This design comes from an exercise in tuning for small area on the open sky130 flow, not from production work. In this exercise RTL edits were held to simulation tests only and were not proved equivalent to the original. No driver is modelled on the clock port, so clock power and skew are understated where the tree is cut down; a real chip needs a root buffer or a tree. Power figures rest on the tool's default switching activity, not on a simulated workload.

Design binaryDisplay, start of the top module:
module binaryDisplay(
        input [12:0] SW,
        input wire clk,
        input reset,
        output [6:0] segmentDisplay,
        output [3:0] an,
        output dp
    );
    wire en;
    prescaler PRESCALER (.clk(clk), .rst(reset), .clk_out(en));
    reg [1:0] sel;
    reg on;
    reg [3:0] digit;
    wire [3:0] nd;
    bcd_digit EXT (.SW(SW), .sel(sel), .en(en), .digit(digit), .d(nd));
    always @(posedge clk, posedge reset) begin
        if (reset) begin
            sel <= 2'd3;
            on <= 1'b0;
        end else if (en) begin
            sel <= sel + 2'd1;
            if (sel == 2'd0)
                on <= 1'b1;
        end
    end
    always @(posedge clk) begin
        digit <= nd;
    end
    assign dp = on;
    assign an = {on & (sel != 2'd0), on & (sel != 2'd3),
                 on & (sel != 2'd2), on & (sel != 2'd1)};
    assign segmentDisplay[0] = on & ((digit == 4'd1) | (digit == 4'd4) | (digit == 4'd12));
    assign segmentDisplay[1] = on & ((digit == 4'd5) | (digit == 4'd6) | (digit == 4'd13) | (digit == 4'd14));
    assign segmentDisplay[2] = on & ((digit == 4'd2) | (digit == 4'd10));
    assign segmentDisplay[3] = on & ((digit == 4'd1) | (digit == 4'd4) | (digit == 4'd7) | (digit == 4'd12) | (digit == 4'd15));
  ...
Size: ~210 cells after synthesis, ~27 I/O pins.
==> flow/config.mk <==
export PLATFORM = sky130hd
export DESIGN_NAME = binaryDisplay
export DESIGN_NICKNAME = binaryDisplay
export VERILOG_FILES = /design/flow/design.v
export SDC_FILE = /design/flow/constraint.sdc
export NUM_CORES = 4
export LEC_CHECK = 0
export ABC_AREA = 1
export ABC_CLOCK_PERIOD_IN_PS = 50000
export CAP_MARGIN = 20
export CORE_MARGIN = 2
export CORE_UTILIZATION = 20
export CTS_BUF_LIST = sky130_fd_sc_hd__clkbuf_4
export SLEW_MARGIN = 20
==> flow/constraint.sdc <==
create_clock -name core_clock -period 50.0 [get_ports {clk}]
set_input_delay 10.0000 -clock core_clock [delete_from_list [all_inputs] [get_ports {clk}]]
set_output_delay 10.0000 -clock core_clock [all_outputs]
set_load 0.01 [all_outputs]
standard.sh (not shown) runs the stock make flow with config.mk's settings and CLKGATE_MAP_FILE= SYNTH_SCRIPT=/design/flow/synth_recipe.tcl, a recipe that flattens the netlist after the stock synthesis.
==> flow/flow/run.sh <==
#!/bin/bash
# Own layout flow: the standard ORFS flow, with two synthesis changes and
# smaller port buffers.
#  - synthesis is ORFS's synth.tcl (through synth_recipe.tcl, so the registers,
#    their names and cells are the standard synthesis's), but the final ABC
#    mapping uses flow/area.abc (area-oriented restructuring and mapping,
#    no gate upsizing), and the full-adder extraction is off;
#  - the ports are buffered with sky130_fd_sc_hd__buf_1;
#  - after CTS, the clock tree's leaf buffers are folded into its root
#    buffer (flow/fixcts.tcl): one clkbuf_4 drives the dozen flip-flops.
set -euo pipefail
W=$PWD
sed "s#\$::env(SCRIPTS_DIR)/synth.tcl#$W/my_synth.tcl#" synth_recipe.tcl > my_synth_recipe.tcl
awk -v s="$W/flow/area.abc" '{print} /synth_preamble.tcl/ {print "set abc_args [lreplace $abc_args 1 1 " s "]"}' \
    "$FLOW_HOME/scripts/synth.tcl" > my_synth.tcl
grep -q "lreplace \$abc_args 1 1" my_synth.tcl
ARGS=(SYNTH_SCRIPT=$W/my_synth_recipe.tcl ADDER_MAP_FILE=
      "BUFFER_PORTS_ARGS=-buffer_cell sky130_fd_sc_hd__buf_1"
      "CTS_ARGS=-sink_clustering_enable -repair_clock_nets -buf_list sky130_fd_sc_hd__clkbuf_4 -dont_use_dummy_load")
bash standard.sh "${ARGS[@]}" cts > standard_to_cts.log 2>&1
R=$W/orfs/results/$FLOW_PLATFORM/binaryDisplay/base
IN_ODB=$R/4_cts.odb OUT_ODB=$R/4_cts.odb openroad -no_init -exit flow/fixcts.tcl > fixcts.log 2>&1
bash standard.sh "${ARGS[@]}" finish > standard_finish.log 2>&1
==> flow/flow/fixcts.tcl <==
# Collapse CTS's two-level clock tree into its root buffer: every clock sink
# of a leaf buffer is moved to the root buffer's output net, then the leaf
# buffers are removed. The root buffer (a clkbuf_4) then drives all the
# flip-flops, so the clock port still drives only that one buffer.
# Usage: IN_ODB=... OUT_ODB=... openroad -exit fixcts.tcl
read_db $::env(IN_ODB)
set block [ord::get_db_block]
set clk [$block findNet clk]
set root ""
foreach it [$clk getITerms] {
  if {[$it isInputSignal]} {
    set inst [$it getInst]
    if {[string match "*clkbuf*" [[$inst getMaster] getName]]} { set root $inst }
  }
}
if {$root == ""} { puts "no root clock buffer"; exit 1 }
set rootout ""
foreach it [$root getITerms] { if {[$it isOutputSignal]} { set rootout [$it getNet] } }
puts "root [$root getName] drives [$rootout getName]"
set leaves {}
foreach it [$rootout getITerms] {
  set inst [$it getInst]
  if {$inst != $root && [string match "*clkbuf*" [[$inst getMaster] getName]]} { lappend leaves $inst }
}
foreach leaf $leaves {
  set lout ""
  foreach it [$leaf getITerms] { if {[$it isOutputSignal]} { set lout [$it getNet] } }
  set sinks {}
  foreach it [$lout getITerms] { if {[$it getInst] != $leaf} { lappend sinks $it } }
  foreach it $sinks { $it disconnect; $it connect $rootout }
  puts "leaf [$leaf getName]: moved [llength $sinks] sinks"
  odb::dbInst_destroy $leaf
  odb::dbNet_destroy $lout
}
write_db $::env(OUT_ODB)
Other scripts of this flow, unchanged in this note and not shown: flow/flow/area.abc
Rerun with:
==> flow/flow/run.sh (replaced) <==
#!/bin/bash
# Own layout flow: the standard ORFS flow, with two synthesis changes and
# smaller port buffers.
#  - synthesis is ORFS's synth.tcl (through synth_recipe.tcl, so the registers,
#    their names and cells are the standard synthesis's), but the final ABC
#    mapping uses flow/area.abc (area-oriented restructuring and mapping,
#    no gate upsizing), and the full-adder extraction is off;
#  - the ports are buffered with sky130_fd_sc_hd__buf_1.
set -euo pipefail
W=$PWD
sed "s#\$::env(SCRIPTS_DIR)/synth.tcl#$W/my_synth.tcl#" synth_recipe.tcl > my_synth_recipe.tcl
awk -v s="$W/flow/area.abc" '{print} /synth_preamble.tcl/ {print "set abc_args [lreplace $abc_args 1 1 " s "]"}' \
    "$FLOW_HOME/scripts/synth.tcl" > my_synth.tcl
grep -q "lreplace \$abc_args 1 1" my_synth.tcl
bash standard.sh SYNTH_SCRIPT=$W/my_synth_recipe.tcl ADDER_MAP_FILE= \
    "BUFFER_PORTS_ARGS=-buffer_cell sky130_fd_sc_hd__buf_1" finish > standard.log 2>&1
removed: flow/flow/fixcts.tcl
=> Hold slack degrades by 0.0098 ns; global-route usage came out lower by 0.39 points; combinational power decreases slightly; final cell count rises slightly; power rises by a few percent; worst setup slack gets better by 0.098 ns; clock-buffer cell count came out higher by 2; design area climbs slightly; sequential power hardly moves; die area is unchanged.

-- port drivers added, routing unchanged --
Ports are ideal in the flow. The routed layouts listed here were re-timed in OpenROAD. Step 1 (the two cells are an assumption about what drives the block):
set clk [get_ports {clk}]
set_driving_cell -lib_cell sky130_fd_sc_hd__clkbuf_16 $clk
set_driving_cell -lib_cell sky130_fd_sc_hd__buf_2 [delete_from_list [all_inputs] $clk]
Step 2 times the ports against the registers' clock, not the clock port: input delays grow and output delays shrink by t, the midpoint of the rising clock arrivals with the driver on. Three values: no drivers, after step 1, after step 2; two values: the first two.
| run | shift t [ns] | setup slack, ns | latest minus earliest clock arrival (ns) |
|---|---|---|---|
| the first run | 0.190 | 29.871 / 29.869 / 29.679 | 0.001 / 0.001 |
| the second run | 0.284 | 29.969 / 29.968 / 29.684 | 0.000 / 0.000 |
After both steps setup and hold are still met in every run listed. The setup slack of the second run, which loses most, moves by -0.001 ns with the drivers and by -0.285 ns with both steps.
